What follows belongs to an exercise in optimizing a design on an open flow for a short achievable clock period and few clock cycles; a production flow would make more cautious choices. The RTL was checked by simulation tests, not by an equivalence proof against the original design. Power is estimated from default activity; no workload was simulated.

$ cat design.v
`timescale 1ns / 1ps
module ALU(
    input [31:0] a,
    input [31:0] b,
    input [31:0] op,
    output [31:0] out
    );
    wire [31:0] sra_ans = $signed($signed(a) >>> b);
    wire [31:0] slt_ans = $signed(a) < $signed(b) ? 32'b1 : 32'b0;
  	assign out =  (op == 4'd0)  ? a + b    :
                  (op == 4'd1)  ? a - b    :
                  (op == 4'd2)  ? a & b    : 
                  (op == 4'd3)   ? a | b    :
                  (op == 4'd4)  ? a ^ b    :
                  (op == 4'd5)  ? ~(a | b) :
                  (op == 4'd6)  ? a << b   :
                  (op == 4'd7)  ? a >> b   :
                  (op == 4'd8)  ? sra_ans  :
                  (op == 4'd9)  ? slt_ans  :
                  (op == 4'd10) ? a < b    :
                  (op == 4'd11)  ? b << 16  :
                  (op == 4'd12) ? b - 4    :
                  0;
endmodule
`timescale 1ns / 1ps
module CU(
    input [31:0] instr,
    input [31:0] a,
    input [31:0] b,  
    input [31:0] DM_write_addr,
    output branch,
    output jump,
    output [31:0] jump_addr,
    output j_r,
    output clear_delay,  
    output bgezal,
    input bgezal_en_in,
    output bgezal_en_out,
    output [4:0] rs,
    output [4:0] rt,
    output [4:0] rd,
    output [15:0] imm,
    output [25:0] addr,
    output load,
    output store,
    output r_cal,
    output i_cal,
    output shift_s,
    output shift_v,
    output branch_ins,
    output jap,
    output lwmx,
    output md,
    output mt,
    output mf,
    output IMM_EXT_TYPE,
    output MemtoReg,
    output MemWrite,
    output [31:0] ALUControl,
    output [2:0] ALUSrcA,
    output [2:0] ALUSrcB,
    output [2:0] RF_data_sel,
    output [4:0] RF_write_addr,
    output RegWrite,
    output [3:0] MDU_type,
    output reg [3:0] DM_data_byteen,
    output reg [3:0] DM_rdata_byteen
	);
    wire [5:0] opcode = instr[31:26],
               func = instr[5:0];
    assign rs = instr[25:21],
           rt = (jap==0) ? instr[20:16] : 29,
           rd = instr[15:11],
           imm = instr[15:0],
           addr = instr[25:0];
    wire lb    = (opcode == 6'b100000   );
    wire lh    = (opcode == 6'b100001   );
    wire lw    = (opcode == 6'b100011   );
    assign lwmx    = (opcode == 6'b101010);
    wire sb    = (opcode == 6'b101000   );
    wire sh    = (opcode == 6'b101001   );
    wire sw    = (opcode == 6'b101011   );
    wire add   = (opcode == 6'b000000 && func == 6'b100000  );
    wire addu  = (opcode == 6'b000000 && func == 6'b100001 );
    wire sub   = (opcode == 6'b000000 && func == 6'b100010  );
    wire subu  = (opcode == 6'b000000 && func == 6'b100011 );
    wire slt   = (opcode == 6'b000000 && func == 6'b101010  );
    wire sltu  = (opcode == 6'b000000 && func == 6'b101011 );
    wire sll   = (opcode == 6'b000000 && func == 6'b000000  );
    wire srl   = (opcode == 6'b000000 && func == 6'b000010  );
    wire sra   = (opcode == 6'b000000 && func == 6'b000011  );
    wire sllv  = (opcode == 6'b000000 && func == 6'b000100 );
    wire srlv  = (opcode == 6'b000000 && func == 6'b000110 );
    wire srav  = (opcode == 6'b000000 && func == 6'b000111 );
    wire And   = (opcode == 6'b000000 && func == 6'b100100  );
    wire Or    = (opcode == 6'b000000 && func == 6'b100101   );
    wire Xor   = (opcode == 6'b000000 && func == 6'b100110  );
    wire Nor   = (opcode == 6'b000000 && func == 6'b100111  );
    wire addi  = (opcode == 6'b001000 );
    wire addiu = (opcode == 6'b001001);
    wire andi  = (opcode == 6'b001100 );
    wire ori   = (opcode == 6'b001101  );
    wire xori  = (opcode == 6'b001110 );
    wire lui   = (opcode == 6'b001111  );
    wire slti  = (opcode == 6'b001010 );
    wire sltiu = (opcode == 6'b001011);
    wire beq   = (opcode == 6'b000100  );
    wire bne   = (opcode == 6'b000101  );
    wire blez  = (opcode == 6'b000110 );
    wire bgtz  = (opcode == 6'b000111 );
    wire bltz  = (opcode == 6'b000001 && rt == 5'b00000);
    wire bgez  = (opcode == 6'b000001 && rt == 5'b00001);
    assign bgezal = (opcode == 6'b000001 && rt == 5'b10001);
    wire j     = (opcode == 6'b000010    );
    wire jal   = (opcode == 6'b000011  );
    wire jalr  = (opcode == 6'b000000 && func == 6'b001001 );
    wire jr    = (opcode == 6'b000000 && func == 6'b001000   );
    assign jap = (opcode == 6'b110110);
    wire mult  = (opcode == 6'b000000 && func == 6'b011000 );
    wire multu = (opcode == 6'b000000 && func == 6'b011001);
    wire div   = (opcode == 6'b000000 && func == 6'b011010  );
    wire divu  = (opcode == 6'b000000 && func == 6'b011011 );
    wire mfhi  = (opcode == 6'b000000 && func == 6'b010000 );
    wire mflo  = (opcode == 6'b000000 && func == 6'b010010 );
    wire mthi  = (opcode == 6'b000000 && func == 6'b010001 );
    wire mtlo  = (opcode == 6'b000000 && func == 6'b010011 );
    assign load   = lw | lh | lb | lwmx;
    assign store  = sw | sh | sb;
    assign r_cal  = add | addu | sub | subu | slt | sltu |
                    sll | sllv | srl | srlv | sra | srav |
                    And | Or | Xor | Nor;  
    assign i_cal = addi | addiu | andi | ori| xori | slti | sltiu | lui ;
    assign shift_s = sll | srl | sra;
    assign shift_v = sllv | srlv | srav;
    assign md = mult | multu | div | divu;
    assign mt = mtlo | mthi;
    assign mf = mflo | mfhi;
    assign branch_ins = beq | bne | blez | bgtz | bgez | bltz;
    assign jump = j | jal | jalr | jr | jap;
    assign j_r = jalr | jr;
    assign branch = beq  ? a==b :
                    bne  ? a!=b :
                    blez ? $signed(a)<=0 :
                    bgtz ? $signed(a)>0 :
                    bltz ? $signed(a)<0 :
                    bgez ? $signed(a)>=0 :
                    bgezal ? $signed(a)>=0 :
                    0;
    assign bgezal_en_out = bgezal && $signed(a)>=0;  
    assign jump_addr = (j|jal|jap) ?    {4'b0,instr[25:0],2'b0} :
                       (jr) ? a :
                       (jalr) ? a :
                       0;
    wire link = (jal | jalr | bgezal_en_in);
    wire [31:0] link_addr = (jal|bgezal_en_in)  ? 31 :
                            (jalr) ? rd :
                             0;
    assign clear_delay = 0;
    assign ALUSrcA = (shift_s | shift_v) ? 3'd1 : 3'd0; 
    assign ALUSrcB = shift_s ? 3'd3  :
                     shift_v ? 3'd4 :
                    (r_cal && !shift_s && !shift_v) ? 3'd1  : 
                    (i_cal | load | store)          ? 3'd2 :
                                                      3'd1  ;
    assign ALUControl = (sub | subu)   ? 4'd1  :
                        (And | andi)   ? 4'd2  :
                        (Or | ori)     ? 4'd3   :
                        (Xor | xori)   ? 4'd4  :
                        (Nor)          ? 4'd5  :
                        (sll | sllv)   ? 4'd6  :
                        (srl | srlv)   ? 4'd7  :
                        (sra | srav)   ? 4'd8  :
                        (slt | slti)   ? 4'd9  :
                        (sltu | sltiu) ? 4'd10 :
                        (lui)          ? 4'd11  :
                        (jap)          ? 4'd12 :
                                         4'd0;
    assign MDU_type  =  (mult)  ? 4'd1     :
                        (multu) ? 4'd2    :
                        (div)   ? 4'd3      :
                        (divu)  ? 4'd4     :
                        (mfhi)  ? 4'd5     :
                        (mflo)  ? 4'd6     :
                        (mthi)  ? 4'd7     :
                        (mtlo)  ? 4'd8     :
                         0;
    assign MemtoReg = load;
    assign MemWrite = store | jap;
    assign RegWrite = load | r_cal | i_cal | mf
                      | jal | jalr | jap;  
    assign RF_write_addr = (r_cal|jalr|mf) ? rd : 
                           (jal) ? 31 :
                           (i_cal|load) ? rt :
                           (jap) ? 29 :
                           0;
    assign RF_data_sel = (jal|jalr|bgezal_en_in) ? 3'd2 :
                         (load)  ?    3'd1 : 
                                      3'd0 ; 
    assign IMM_EXT_TYPE = (lui|ori|andi) ? 0 : 1;
    always @(*) begin
    	if(sw|jap)begin
        	DM_data_byteen <= 4'b1111;
   	 	end
    	else if(sh)begin
        	case(DM_write_addr[1:0])
				0 : DM_data_byteen <= 4'b0011;
				2 : DM_data_byteen <= 4'b1100;
				default : DM_data_byteen <= 4'b0000;
        	endcase
    	end
    	else if(sb)begin
			case(DM_write_addr[1:0])
				0 : DM_data_byteen <= 4'b0001;
				1 : DM_data_byteen <= 4'b0010;
				2 : DM_data_byteen <= 4'b0100;
				3 : DM_data_byteen <= 4'b1000;
				default : DM_data_byteen <= 4'b0000;
        	endcase
    	end
        else DM_data_byteen <= 4'b0000;
    end
    always @(*) begin
    	if(lw|lwmx)begin
        	DM_rdata_byteen <= 4'b1111;
   	 	end
    	else if(lh)begin
        	case(DM_write_addr[1:0])
				0 : DM_rdata_byteen <= 4'b0011;
				2 : DM_rdata_byteen <= 4'b1100;
				default : DM_rdata_byteen <= 4'b0000;
        	endcase
    	end
    	else if(lb)begin
			case(DM_write_addr[1:0])
				0 : DM_rdata_byteen <= 4'b0001;
				1 : DM_rdata_byteen <= 4'b0010;
				2 : DM_rdata_byteen <= 4'b0100;
				3 : DM_rdata_byteen <= 4'b1000;
				default : DM_rdata_byteen <= 4'b0000;
        	endcase
    	end
        else DM_rdata_byteen <= 4'b0000;
    end
endmodule
`timescale 1ns / 1ps
module GRF(
    input clk,
    input rst,
	  input WE,
    input [4:0] aAddr,
    input [4:0] bAddr,
	  input [4:0] wAddr,
    input [31:0] WD,
    input [31:0] PC,
    output [31:0] a,
    output [31:0] b
    );
	reg [31:0] grf[0:31];
  integer i;
  always @(posedge clk) begin
    if (rst)
        for(i=0;i<=31;i=i+1)
            grf[i] <= 0;
    else if(WE) begin
			if(wAddr!=0) begin
        grf[wAddr] <= WD;
      end
    end
  end
  assign a = (wAddr == aAddr && wAddr && WE) ? WD : grf[aAddr];  
  assign b = (wAddr == bAddr && wAddr && WE) ? WD : grf[bAddr];
endmodule
`timescale 1ns / 1ps
module IMM_EXT(
    input [15:0] in,
    input ext_type,
    output [31:0] out
);
    assign out = (ext_type==0) ? {16'h0000,in} :
                (in[15]==0)? {16'h0000,in} : {16'hffff,in};
endmodule
`timescale 1ns / 1ps
module MDU(
	input clk,
	input reset,
    input [31:0] rs_data,
    input [31:0] rt_data,
    input [3:0] MDU_type,
	output ALMD_sel,
    output MDUbusy,
    output [31:0] MDUout
);
	integer cycle;
	reg busy;
    reg [31:0] hi, lo, hi_tmp, lo_tmp;
	wire start = (MDU_type==4'd1) | (MDU_type==4'd2) | 
				 (MDU_type==4'd3)  | (MDU_type==4'd4)  ;
	assign MDUbusy = start | busy;
	assign MDUout = (MDU_type==4'd6) ? lo :
		   			(MDU_type==4'd5) ? hi :
		   							 	    0  ;
  	always @(posedge clk) begin
		if(reset)begin
			hi <= 0;
			lo <= 0;
			busy <= 0;
			cycle <= 0;
		end
		else if(cycle==0) begin
			case (MDU_type)
			4'd7 : hi <= rs_data;
			4'd8 : lo <= rs_data;
			4'd1 : begin
				cycle <= 5;
				busy <= 1;
				{hi_tmp,lo_tmp} <= $signed(rs_data) * $signed(rt_data);
			end
			4'd2: begin
				cycle <= 5;
				busy <= 1;
				{hi_tmp,lo_tmp} <= rs_data * rt_data;
			end
			4'd3  : begin
				cycle <= 10;
				busy <= 1;
				lo_tmp <= $signed(rs_data) / $signed(rt_data);
            	hi_tmp <= $signed(rs_data) % $signed(rt_data);
			end
			4'd4 : begin
				cycle <= 10;
				busy <= 1;
				lo_tmp <= rs_data / rt_data;
            	hi_tmp <= rs_data % rt_data;
			end
    		endcase
		end else if (cycle==1)begin
				busy <= 0;
				cycle <= 0;
				hi <= hi_tmp;
				lo <= lo_tmp;
		end else cycle = cycle - 1;
  	end
	assign ALMD_sel = ((MDU_type==4'd6)||(MDU_type==4'd5)) ? 
											1'd1 :																   
											1'd0 ;
endmodule
`timescale 1ns / 1ps
module PC(
    input clk,
    input rst,
    input branch,
    input jump,
    input stall,
    input [31:0] offset,
    input [31:0] jump_addr,
    output reg [31:0] npc
    );
  always @(posedge clk) begin
    if (rst) npc <= 32'h3000;
      else begin
            if(stall)       npc <= npc;
            else if(branch) npc <= npc + offset;
            else if(jump)   npc <= jump_addr;
            else            npc <= npc + 4;
        end
  end
endmodule
`timescale 1ns / 1ps
module IF2ID(
    input clk,
    input reset,
    input en,
    input [31:0] instr_F,
    output reg [31:0] instr_D,
    input [31:0] pc_in,
    output reg [31:0] pc_out
);
  always @(posedge clk) begin
    if(reset) begin
        instr_D <= 0;
        pc_out <= 16'h3000;
    end
    else if(en) begin
        instr_D <= instr_F;
        pc_out <= pc_in;
    end
  end
endmodule
module ID2EX(
    input clk,
    input reset,
    input en,
    input [31:0] regRD1_in,
    input [31:0] regRD2_in,
    input [31:0] imm_in,
    output reg [31:0] regRD1_out,
    output reg [31:0] regRD2_out,
    output reg [31:0] imm_out,
    input [31:0] instr_in,
    output reg [31:0] instr_out,
    input [31:0] pc_in,
    output reg [31:0] pc_out,
    input bgezal_en_in,
    output reg bgezal_en_out
);
  always @(posedge clk) begin
    if(reset) begin
        regRD1_out <= 0;
        regRD2_out <= 0;
        imm_out <= 0;
        instr_out <= 0;
        pc_out <= 16'h3000;
        bgezal_en_out <= 0;
    end
    else if(en) begin
        regRD1_out <= regRD1_in;
        regRD2_out = regRD2_in;
        imm_out = imm_in;
        instr_out <= instr_in;
        pc_out <= pc_in;
        bgezal_en_out <= bgezal_en_in;
    end
  end
endmodule
module EX2MEM(
    input clk,
    input reset,
    input en,
    input [31:0] regRD2_in,
    input [31:0] ALUout_in,
    output reg [31:0] regRD2_out,
    output reg [31:0] ALUout_out,
    input [31:0] instr_in,
    output reg [31:0] instr_out,
    input [31:0] pc_in,
    output reg [31:0] pc_out,
    input bgezal_en_in,
    output reg bgezal_en_out
);
always @(posedge clk) begin
    if(reset) begin
        regRD2_out <= 0;
        ALUout_out <= 0;
        instr_out <= 0;
        pc_out <= 16'h3000;
        bgezal_en_out <= 0;
    end
    else if(en) begin
        regRD2_out = regRD2_in;
        ALUout_out <= ALUout_in;
        instr_out <= instr_in;
        pc_out <= pc_in;
        bgezal_en_out <= bgezal_en_in;
    end
end
endmodule
module MEM2WB(
    input clk,
    input reset,
    input en,
    input [31:0] DM_out_in,
    input [31:0] ALUout_in,
    output reg [31:0] DM_out_out,
    output reg [31:0] ALUout_out,
    input [31:0] instr_in,
    output reg [31:0] instr_out,
    input [31:0] pc_in,
    output reg [31:0] pc_out,
    input bgezal_en_in,
    output reg bgezal_en_out,
    input lwmx_en_in,
    output reg lwmx_en_out
);
always @(posedge clk) begin
    if(reset) begin
        DM_out_out <= 0;
        ALUout_out <= 0;
        instr_out <= 0;
        pc_out <= 16'h3000;
        bgezal_en_out <= 0;
        lwmx_en_out <= 0;
    end
    else if(en) begin
        DM_out_out <= DM_out_in;
        ALUout_out <= ALUout_in;
        instr_out <= instr_in;
        pc_out <= pc_in;
        bgezal_en_out <= bgezal_en_in;
        lwmx_en_out <= lwmx_en_in;
    end
end
endmodule
`timescale 1ns / 1ps
module SU(
	input [31:0] instr_D,
    input [31:0] instr_E,
    input [31:0] instr_M,
    input busy,
    output stall
    );
    wire [4:0] rs_D, rt_D;
    CU SU_D(
        .instr(instr_D),
        .rs(rs_D),
        .rt(rt_D),
        .load(load_D),
        .store(store_D),
        .r_cal(r_cal_D),
        .i_cal(i_cal_D),
        .branch_ins(branch_D),
        .j_r(j_r_D),
        .md(md_D),
        .mt(mt_D),
        .mf(mf_D),
        .shift_s(shift_s_D),
        .jap(jap_D)
    );
    wire [2:0] rs_Tuse = (branch_D | j_r_D) ? 0 :
                         ((r_cal_D | !shift_s_D)| load_D | store_D | i_cal_D | md_D | mt_D) ? 1 :
                         3,
               rt_Tuse = (branch_D) ? 0 :
                         (r_cal_D|md_D|jap_D) ? 1 :
                         (store_D) ? 2 :
                         3;
    wire [4:0] RF_write_addr_E, RF_write_addr_M;
    CU SU_E(
        .instr(instr_E),
        .load(load_E),
        .r_cal(r_cal_E),
        .i_cal(i_cal_E),
        .branch_ins(branch_E),
        .j_r(j_r_E),
        .RF_write_addr(RF_write_addr_E),
        .mf(mf_E),
        .jap(jap_E),
        .lwmx(lwmx_E)
    );
    wire [2:0] Tnew_E = (load_E) ? 2 :
                        (r_cal_E | i_cal_E | mf_E | jap_E) ? 1:
                        0;
    CU SU_M(
        .instr(instr_M),
        .load(load_M),
        .RF_write_addr(RF_write_addr_M),
        .lwmx(lwmx_M)
    );
    wire [2:0] Tnew_M = (load_M) ? 1 : 0;
    wire rs_stall_e = (rs_Tuse < Tnew_E) && rs_D && (rs_D == RF_write_addr_E);
    wire rs_stall_m = (rs_Tuse < Tnew_M) && rs_D && (rs_D == RF_write_addr_M);
    wire rs_stall = rs_stall_e | rs_stall_m;
    wire rt_stall_e = (rt_Tuse < Tnew_E) && rt_D && (rt_D == RF_write_addr_E);
    wire rt_stall_m = (rt_Tuse < Tnew_M) && rt_D && (rt_D == RF_write_addr_M);
    wire rt_stall = rt_stall_e | rt_stall_m;
    wire MDU_stall = busy & (md_D | mt_D |mf_D);
    assign stall = rs_stall | rt_stall | busy |(lwmx_E|lwmx_M);  
endmodule
`timescale 1ns / 1ps
module mips(
	input clk,
    input reset,
    input [31:0] i_inst_rdata,  
    input [31:0] m_data_rdata,  
    output [31:0] i_inst_addr,  
    output [31:0] m_data_addr,  
    output [31:0] m_data_wdata,
    output [3:0] m_data_byteen,
    output [31:0] m_inst_addr,
    output w_grf_we,
    output [4:0] w_grf_addr,
    output [31:0] w_grf_wdata,
    output [31:0] w_inst_addr
    );
	wire en = 1;
    wire [31:0] offset;
    wire [31:0] PC_F, PC_D, PC_E, PC_M, PC_W;
    wire [31:0] instr_F, instr_D, instr_E, instr_M, instr_W;
    wire [4:0] rs_D, rs_E, rt_D, rt_E, rt_M, rd_D;
    wire [4:0] RF_write_addr_M, RF_write_addr_W;
    wire [31:0] RF_write_data_M, RF_write_data_W;
	wire [31:0] ALMDout_M, rt_data_M, DM_out_M;
	wire [31:0] DM_out_W, ALMDout_W;
	wire [3:0] m_rdata_byteen;
    assign i_inst_addr = PC_F;  
    assign m_data_addr = (jap_M==0) ? ALMDout_M : ALMDout_M + 4;  
    assign m_data_wdata = (m_data_byteen==4'b1111) ? DM_write_data_M        : 
                          (m_data_byteen==4'b0011) ? DM_write_data_M        : 
                          (m_data_byteen==4'b1100) ? DM_write_data_M << 16  : 
                          (m_data_byteen==4'b0001) ? DM_write_data_M        : 
                          (m_data_byteen==4'b0010) ? DM_write_data_M << 8   : 
                          (m_data_byteen==4'b0100) ? DM_write_data_M << 16  : 
                          (m_data_byteen==4'b1000) ? DM_write_data_M << 24  : 
                                                     0;  
    function [31:0] half_signed_ext;
    input [15:0] in;
        half_signed_ext = (in[15]) ? {16'hffff,in}:{16'h0000,in};
    endfunction
    function [31:0] byte_signed_ext;
    input [7:0] in;
        byte_signed_ext = (in[7]) ? {24'hffffff,in}:{24'h000000,in};
    endfunction
   assign DM_out_M = (m_rdata_byteen==4'b1111) ? m_data_rdata                           : 
                     (m_rdata_byteen==4'b0011) ? half_signed_ext(m_data_rdata[15:0])    : 
                     (m_rdata_byteen==4'b1100) ? half_signed_ext(m_data_rdata[31:16])   : 
                     (m_rdata_byteen==4'b0001) ? byte_signed_ext(m_data_rdata[7:0])     :  
                     (m_rdata_byteen==4'b0010) ? byte_signed_ext(m_data_rdata[15:8])    : 
                     (m_rdata_byteen==4'b0100) ? byte_signed_ext(m_data_rdata[23:16])   : 
                     (m_rdata_byteen==4'b1000) ? byte_signed_ext(m_data_rdata[31:24])   : 
                                                     0;  
    assign m_inst_addr = PC_M;
    assign w_grf_we = RegWrite_W;
    assign w_grf_addr = RF_write_addr_W;
    assign w_grf_wdata = RF_write_data_W;
    assign w_inst_addr = PC_W;
    assign instr_F = i_inst_rdata;
    assign RF_write_data_E = (RF_data_sel_E==3'd2) ? PC_E + 8    : 
                              0;
    assign RF_write_data_M = (RF_data_sel_M==3'd0) ? ALMDout_M :
                             (RF_data_sel_M==3'd2) ? PC_M + 8    : 
                              0;  
    assign RF_write_data_W = (RF_data_sel_W==3'd0) ? ALMDout_W :
                             (RF_data_sel_W==3'd1) ? DM_out_W    : 
                             (RF_data_sel_W==3'd2) ? PC_W + 8    :
                              0;  
    SU su(
	    .instr_D(instr_D),
        .instr_E(instr_E),
        .instr_M(instr_M),
        .busy(busy),
        .stall(stall)
    );
    wire [31:0] jump_addr;
    PC pc(
        .clk(clk),
        .rst(reset),
        .stall(stall),
        .branch(branch),
        .offset(offset),
        .jump(jump),
        .jump_addr(jump_addr),
        .npc(PC_F)
    );
    assign offset = (instr_D[15]==0) ? {14'h0000,instr_D[15:0],2'b0} : 
                                       {14'h3fff,instr_D[15:0],2'b0} ;
    IF2ID if2id(
        .clk(clk),
        .reset(reset | (~stall & clear_delay)),
        .en(~stall),
        .instr_F(instr_F),
        .instr_D(instr_D),
        .pc_in(PC_F),
        .pc_out(PC_D)
    );
    wire [31:0] rs_data_D, rt_data_D, IMM_D;
    wire IMM_EXT_TYPE;  
    wire [2:0] RF_data_sel_D;
    IMM_EXT imm_ext(
        .in(instr_D[15:0]),
        .ext_type(IMM_EXT_TYPE),
        .out(IMM_D)
    );
    wire [31:0] RS_FWD_D =  (rs_D==0) ? 0 : 
                            (rs_D==RF_write_addr_E) ? RF_write_data_E : 
                            (rs_D==RF_write_addr_M) ? RF_write_data_M : 
                            (rs_D==RF_write_addr_W) ? RF_write_data_W : 
                            rs_data_D;
    wire [31:0] RT_FWD_D =  (rt_D==0) ? 0 : 
                            (rt_D==RF_write_addr_E) ? RF_write_data_E : 
                            (rt_D==RF_write_addr_M) ? RF_write_data_M : 
                            (rt_D==RF_write_addr_W) ? RF_write_data_W : 
                            rt_data_D;
    CU cu_D(
        .instr(instr_D),
        .a(RS_FWD_D),
        .b(RT_FWD_D),
        .rs(rs_D),
        .rt(rt_D),
        .rd(rd_D),
        .IMM_EXT_TYPE(IMM_EXT_TYPE),
        .MemtoReg(MemtoReg_D),
        .MemWrite(MemWrite_D),
        .RF_data_sel(RF_data_sel_D),
        .RegWrite(RegWrite_D),
        .bgezal_en_out(bgezal_D),
        .bgezal_en_in(bgezal_D),
        .clear_delay(clear_delay),
        .branch(branch),
        .jump(jump),
        .jump_addr(jump_addr)
    );
    GRF grf(
        .clk(clk),
        .rst(reset),
	    .WE(RegWrite_W),
        .aAddr(rs_D),
        .bAddr(rt_D),
	    .wAddr(RF_write_addr_W),
        .WD(RF_write_data_W),
        .PC(PC_W),
        .a(rs_data_D),
        .b(rt_data_D)
    );
    wire [31:0] rs_data_E, rt_data_E, IMM_E, ALUResult_E, ALUControl_E;
    ID2EX id2ex(
        .clk(clk),
        .reset(reset | stall),
        .en(en),
        .regRD1_in(RS_FWD_D), 
        .regRD2_in(RT_FWD_D), 
        .imm_in(IMM_D),
        .regRD1_out(rs_data_E),
        .regRD2_out(rt_data_E),
        .imm_out(IMM_E),
        .instr_in(instr_D),
        .instr_out(instr_E),
        .pc_in(PC_D),
        .pc_out(PC_E),
        .bgezal_en_in(bgezal_D),
        .bgezal_en_out(bgezal_E)
    );
    wire [2:0] ALUSrcA, ALUSrcB;
    wire [31:0] RS_FWD_E =  (rs_E==0) ? 0 : 
                            (rs_E==RF_write_addr_M) ? RF_write_data_M : 
                            (rs_E==RF_write_addr_W) ? RF_write_data_W : 
                            rs_data_E;
    wire [31:0] RT_FWD_E =  (rt_E==0) ? 0 : 
                            (rt_E==RF_write_addr_M) ? RF_write_data_M : 
                            (rt_E==RF_write_addr_W) ? RF_write_data_W : 
                             rt_data_E;
    wire [31:0] ALMD_A = (ALUSrcA==3'd1) ? RT_FWD_E : RS_FWD_E;
    wire [31:0] ALMD_B = (ALUSrcB==3'd3)  ?  {27'b0, instr_E[10:6]} :
                         (ALUSrcB==3'd4) ?  {27'b0, RS_FWD_E[4:0]} :
                         (ALUSrcB==3'd2)    ?   IMM_E    : 
                         (ALUSrcB==3'd1)     ?   RT_FWD_E :
                         0;
	wire [4:0] RF_write_addr_E;
    wire [2:0] RF_data_sel_E;
    wire [3:0] MDU_type;
    CU cu_E(
        .instr(instr_E),
        .rs(rs_E),
        .rt(rt_E),
        .ALUSrcA(ALUSrcA),
        .ALUSrcB(ALUSrcB),
        .ALUControl(ALUControl_E),
        .MDU_type(MDU_type),
        .RF_data_sel(RF_data_sel_E),
        .RF_write_addr(RF_write_addr_E),
        .bgezal_en_in(bgezal_E)
    );
    ALU alu(
        .a(ALMD_A),
        .b(ALMD_B),
        .op(ALUControl_E),
        .out(ALUResult_E)
    );
    wire [31:0] MDUout_E;
    MDU mdu(
        .clk(clk),
        .reset(reset),
        .rs_data(RS_FWD_E),
        .rt_data(RT_FWD_E),
        .MDU_type(MDU_type),
        .ALMD_sel(ALMD_sel),
        .MDUbusy(busy),
        .MDUout(MDUout_E)
    );
    wire[31:0] ALMDout_E = (ALMD_sel==1'd0) ? ALUResult_E : MDUout_E;
    EX2MEM ex2mem(
        .clk(clk),
        .reset(reset),
        .en(en),
        .regRD2_in(RT_FWD_E),
        .ALUout_in(ALMDout_E),
        .regRD2_out(rt_data_M),
        .ALUout_out(ALMDout_M),
        .instr_in(instr_E),
        .instr_out(instr_M),
		.pc_in(PC_E),
        .pc_out(PC_M),
        .bgezal_en_in(bgezal_E),
        .bgezal_en_out(bgezal_M)
    );
    wire [2:0] RF_data_sel_M;
    CU cu_M(
        .instr(instr_M),
        .DM_write_addr(ALMDout_M),
        .rt(rt_M),
        .MemWrite(MemWrite_M),
        .RF_data_sel(RF_data_sel_M),
        .RF_write_addr(RF_write_addr_M),
        .DM_data_byteen(m_data_byteen),
        .DM_rdata_byteen(m_rdata_byteen),
        .bgezal_en_in(bgezal_M),
        .jap(jap_M)
    );
    wire [31:0] DM_write_data_M = 
                            (jap_M) ? PC_M + 8   :
                            (rt_M==0) ? 0 :
                            (rt_M==RF_write_addr_W) ? RF_write_data_W :
                             rt_data_M;
    wire lwmx_en_M = $signed(rt_data_M) < $signed(DM_out_M);
    MEM2WB mem2wb(
        .clk(clk),
        .reset(reset),
        .en(en),
        .DM_out_in(DM_out_M),
        .ALUout_in(ALMDout_M),
        .DM_out_out(DM_out_W),
        .ALUout_out(ALMDout_W),
        .instr_in(instr_M),
        .instr_out(instr_W),
		.pc_in(PC_M),
        .pc_out(PC_W),
        .bgezal_en_in(bgezal_M),
        .bgezal_en_out(bgezal_W),
        .lwmx_en_in(lwmx_en_M),
        .lwmx_en_out(lwmx_en_W)
    );
    wire [2:0] RF_data_sel_W;
    wire [4:0] RF_write_addr_W_;
    wire [4:0] lwmx_addr;
    assign lwmx_addr = (lwmx_en_W) ? 5 : 4;
    assign RF_write_addr_W = (lwmx_W) ? lwmx_addr : 
                              RF_write_addr_W_;
    CU cu_W(
        .instr(instr_W),
        .RF_data_sel(RF_data_sel_W),
        .RF_write_addr(RF_write_addr_W_),
        .RegWrite(RegWrite_W),
        .bgezal_en_in(bgezal_W),
        .lwmx(lwmx_W)
    );
endmodule
$ cat run.sh
#!/bin/bash
# synth_recipe.tcl (not shown) runs the flow's synth.tcl, then flattens the netlist and writes it again
# the make line also repeats each setting of config.mk as NAME=value (left out here)
make -C /OpenROAD-flow-scripts/flow DESIGN_CONFIG=/design/flow/config.mk WORK_HOME=/design/flow/orfs CLKGATE_MAP_FILE= SYNTH_SCRIPT=/design/flow/synth_recipe.tcl finish
$ cat config.mk
export PLATFORM = sky130hd
export DESIGN_NAME = mips
export DESIGN_NICKNAME = mips
export VERILOG_FILES = /design/flow/design.v
export SDC_FILE = /design/flow/constraint.sdc
export NUM_CORES = 8
export LEC_CHECK = 0
export CAP_MARGIN = 20
export CORE_MARGIN = 2
export CORE_UTILIZATION = 40
export SLEW_MARGIN = 20
$ cat constraint.sdc
create_clock -name core_clock -period 98.0 [get_ports {clk}]
set_input_delay 19.6000 -clock core_clock [delete_from_list [all_inputs] [get_ports {clk}]]
set_output_delay 19.6000 -clock core_clock [all_outputs]
set_load 0.01 [all_outputs]
==> reports/qor.json <==
{
  "outcome": {
    "run_status": "complete, no violations"
  },
  "floorplanning": {
    "initial_core_util_pct": 40.2,
    "dieWidth_um": 720,
    "floorplan.die_area_um2": 518000,
    "boundaryPins": 268,
    "floorplan.die.height_um": 720,
    "rows": 262,
    "core_um2": 510000
  },
  "power_and_ir_drop": {
    "power_leader": "combinational logic",
    "sequentialPower_w": 0.000897,
    "power_w": 1.14,
    "p_sw_w": 0.563,
    "cell_internal_pwr_w": 0.579,
    "powerComb_w": 1.14,
    "comb_power_share_pct": 99.9,
    "power.clock.fraction_pct": 0.1,
    "static-leakage-power_nw": 117,
    "power.density_nw_per_um2": 4360,
    "power_switching_share_pct": 49.3,
    "power.clock.total_w": 0.000743,
    "pwr-share-seq_pct": 0.1,
    "vdd_ir_drop_max_v": 0.00694
  },
  "critical_path": {
    "critPathKind": "reg2reg",
    "worst-r2r-setup-slack_ns": 3.39,
    "worst_ep_required_time_ns": 98.54,
    "crit_path_top_delay_cell": "sky130_fd_sc_hd__o21ai_0",
    "cpPeakStageDelay_ns": 0.88,
    "r2r_start": "mem2wb.instr_out[29]",
    "path_delay_family": "compound AO/OA/AOI/OAI gates",
    "worstReg2RegEnd": "mdu.lo_tmp[19]",
    "crit_path_top_cell_by_count": "sky130_fd_sc_hd__o21a_1",
    "worstPathMaxFanout": 12,
    "critical_path_at_ns": 95.15,
    "timing.critical_path.from": "mem2wb.instr_out[29]",
    "crit_cells": 500,
    "endpoint_kind": "flop",
    "critPathCapture": "mdu.lo_tmp[19]",
    "critical_path_buf_inv_count": 73,
    "rr_worst_depth": 500,
    "cp-start-kind": "flop"
  },
  "cts": {
    "cts_hold_bufs": 0,
    "cts_root_cell": "sky130_fd_sc_hd__clkbuf_16",
    "clock-sinks": 1655,
    "clock_insertion_delay_worst_skew_ns": 0.95,
    "cts-buffers-inserted": 189,
    "cts.reportedPaths.clkPinSlew_ns": 0.07,
    "h_tree_lvls": 4,
    "cts_buffer_depth": 4,
    "clock_tree_from_tritoncts": "yes"
  },
  "routing": {
    "ant_nets": 0,
    "drt_first_iter_violations": 33600,
    "detail_route.wirelength_um": 1210000,
    "drcViolationCount": 0,
    "firstDrtPassIters": 10,
    "via_per_inst": 6.29,
    "routed_length_per_instance_um": 33.8,
    "vias": 224000
  },
  "layout": {
    "final_cell_count_no_fill": 35700,
    "area.sequential_um2": 44100,
    "leading_cell_type_in_the_layout_fill_and_taps_excluded": "sky130_fd_sc_hd__buf_4",
    "design.final.nets": 31900,
    "multiInputGateArea_um2": 152000,
    "final_cell_mix": "5161 x sky130_fd_sc_hd__buf_4, 3341 x sky130_fd_sc_hd__nor2_1, 2431 x sky130_fd_sc_hd__nand2_1, 1984 x sky130_fd_sc_hd__inv_1, 1614 x sky130_fd_sc_hd__ha_1",
    "layout.filler_cells": 48700,
    "postLayoutCoreUtil_pct": 51.4,
    "areaGrowthSynthToFinish_pct": 27.8,
    "drive_gt1_share_pct": 25.3
  },
  "synthesis": {
    "synth_cell_types": 135,
    "async_reset_ff_share_pct": 0,
    "synthFlopType": "sky130_fd_sc_hd__edfxtp_1",
    "synth-edff-count": 1088,
    "synthCells": 24400,
    "post_synth_instance_area_um2": 205000,
    "synth_warnings": 49,
    "ys_seq_area_share_pct": 21.5,
    "syn_avg_cell_area_um2": 8.42,
    "synth-seq-cells": 1655
  },
  "sta": {
    "min_period_ns": 94.61,
    "final-hold-violation-count": 0,
    "post-route-period-util_pct": 96.5,
    "slew_viol_final": 0,
    "clock-skew-final_ns": 0.113,
    "tightestPinTransition_ns": 1.45,
    "timing.fmax_ghz": 0.0106,
    "slew_margin_rel_pct": 3.42,
    "setup_viol_count_final": 0
  },
  "placed_design": {
    "place.gp.congestion": 1.17,
    "placed_cells": 35100,
    "hpwl_um": 931000,
    "place.port_buffers": 267
  },
  "global_routing": {
    "largest_net_degree_at_the_start_of_global_routing": 150,
    "antenna_found_initial": 152,
    "groute.usage.overall_pct": 44.8,
    "grt-ovfl-total": 0,
    "first_global_vias": 214000,
    "first_pass_grt_wire_length_um": 1650000
  },
  "hold_path": {
    "worst_hold_path_type": "reg2reg",
    "timing.hold.worst.start": "id2ex.pc_out[26]",
    "min_to": "ex2mem.pc_out[26]",
    "worstHoldPathCells": 1
  },
  "flow_run": {
    "number_of_max_cap_violations": 0
  }
}
cell families after synthesis:
kind of cell             share of synthesized area (%)
AND/OR/NAND/NOR                                   18.4
AO/OA/AOI/OAI                                     18.5
buffers and inverters                             6.49
adder cells (fa/ha/maj)                           24.3
flip-flops                                        21.5
XOR/XNOR                                          4.30
multiplexers                                      6.56
other                                          0.00183
cell usage after synthesis (57+ instances only):
master	count	area, um2
sky130_fd_sc_hd__nor2_1	3384	12700
sky130_fd_sc_hd__nand2_1	2483	9320
sky130_fd_sc_hd__inv_1	2003	7520
sky130_fd_sc_hd__ha_1	1619	20300
sky130_fd_sc_hd__a21oi_1	1490	7460
sky130_fd_sc_hd__fa_1	1477	29600
sky130_fd_sc_hd__o21ai_0	1097	5490
sky130_fd_sc_hd__edfxtp_1	1088	32700
sky130_fd_sc_hd__clkbuf_1	1087	4080
sky130_fd_sc_hd__xnor2_1	684	5990
sky130_fd_sc_hd__nor3_1	668	3340
sky130_fd_sc_hd__dfxtp_1	567	11400
sky130_fd_sc_hd__o21a_1	433	3250
sky130_fd_sc_hd__nand3_1	387	1940
sky130_fd_sc_hd__mux2_2	360	4050
sky130_fd_sc_hd__mux4_2	329	7410
sky130_fd_sc_hd__nor2b_1	322	2010
sky130_fd_sc_hd__xor2_1	321	2810
sky130_fd_sc_hd__a21o_1	303	2270
sky130_fd_sc_hd__a211oi_1	291	2180
sky130_fd_sc_hd__a31oi_1	246	1540
sky130_fd_sc_hd__buf_1	242	908
sky130_fd_sc_hd__o221ai_1	219	1920
sky130_fd_sc_hd__o22ai_1	211	1320
sky130_fd_sc_hd__o211ai_1	188	1410
sky130_fd_sc_hd__or3_1	188	1180
sky130_fd_sc_hd__mux2i_1	186	1860
sky130_fd_sc_hd__nand2b_1	168	1050
sky130_fd_sc_hd__and2_1	159	995
sky130_fd_sc_hd__nand4_1	154	963
sky130_fd_sc_hd__or2_2	134	838
sky130_fd_sc_hd__and3_1	131	820
sky130_fd_sc_hd__o31ai_1	111	833
sky130_fd_sc_hd__a221oi_1	106	928
sky130_fd_sc_hd__nor4_1	100	626
sky130_fd_sc_hd__a21boi_0	86	646
sky130_fd_sc_hd__buf_2	75	375
sky130_fd_sc_hd__o21bai_1	62	465
sky130_fd_sc_hd__a22oi_1	59	443
sky130_fd_sc_hd__o2111ai_1	58	508
sky130_fd_sc_hd__a211o_1	57	499
flip-flops by register name, summed over array words and instances (netlist names), 22 cells and up, named ones only:
name	cells
ex2mem.ALUout_out	32
ex2mem.instr_out	22
ex2mem.pc_out	32
ex2mem.regRD2_out	32
grf.grf	1024
id2ex.instr_out	32
id2ex.pc_out	32
id2ex.regRD1_out	32
id2ex.regRD2_out	32
if2id.instr_D	32
if2id.pc_out	32
mdu.cycle	32
mdu.hi	32
mdu.hi_tmp	32
mdu.lo	32
mdu.lo_tmp	32
mem2wb.ALUout_out	32
mem2wb.DM_out_out	32
mem2wb.instr_out	22
mem2wb.pc_out	32
pc.npc	32
final cells by class:
type,instances,share of cell area (%)
Antenna cell,103,0.0983
Clock buffer,230,1.93
Clock inverter,99,0.384
Inverter,2054,2.95
Multi-Input combinational cell,19300,57.9
Sequential cell,1655,16.8
Tap cell,6732,3.21
Timing Repair Buffer,5560,16.7
through the flow:
stage	setup WS, ns	hold slack (ns)	setup TNS, ns	cell area, um2
final	3.39	0.429	0	262000
after global routing	-0.627	0.451	-10.45	262000
after CTS	0.0135	0.433	0	259000
after detailed placement	-7.01	0.424	-172.77	252000
after global placement	-7.87	0.417	-192.84	252000
after floorplan	0.0518	0.389	0	205000
repair_timing:
item	CTS	global route
cloned	2	2
setup buffers	31	92
pin swaps	27	251
endpoints found under the setup margin	60	64
resized for setup	131	536
how the worst min path moves through the flow:
stage                                start           endpoint  slack (ns)  depth (start not counted)
after detailed placement  id2ex.pc_out[29]  ex2mem.pc_out[29]        0.42                          1
after global placement    id2ex.pc_out[24]  ex2mem.pc_out[24]        0.42                          1
after floorplan           id2ex.pc_out[12]  ex2mem.pc_out[12]        0.39                          1
per-layer routing:
| metal | vias to the layer above | wire length (um) | track usage [%] |
|---|---|---|---|
| met2 | 16300 | 473000 | 61.8 |
| met3 | 4082 | 172000 | 16.8 |
| met1 | 109000 | 453000 | 57.2 |
| met4 | 79 | 107000 | 31.9 |
| li1 | 94500 | - | - |
| met5 | - | 1050 | 0.342 |
power groups by stage:
stage	Clock (W)	Sequential, W	Combinational (W)
after detailed placement	0	0.000906	1.06
after global placement	0	0.000905	1.05
after floorplan	0	0.000875	0.626
Testbench counts, summed over its fixed seeds: cycles 93,704.

-- re-timing with driven ports --
No port has a modelled driver above. Below, the same layout with a new extraction and two added sets of constraints. Step 1 assumes that a clkbuf_16 drives the clock port and a buf_2 every other input. Step 2, shift: input delay + t, output delay - t, t = (earliest + latest rising clock arrival at the registers) / 2. This alone moves slack from input paths to output paths. Slacks: ideal ports / drivers / drivers and shift; pairs: ideal ports / drivers.
t, ns: 0.998
slack for setup (ns): 3.388 / 3.388 / 3.388
worst setup path at the end: register to register
worst slew at a driven data input, ns: 0.11
pins driven straight from the clock port: 1
After both steps setup and hold are still met in this run. For this run, drivers alone change the setup slack by 0.000 ns; drivers and shift together by 0.000 ns.
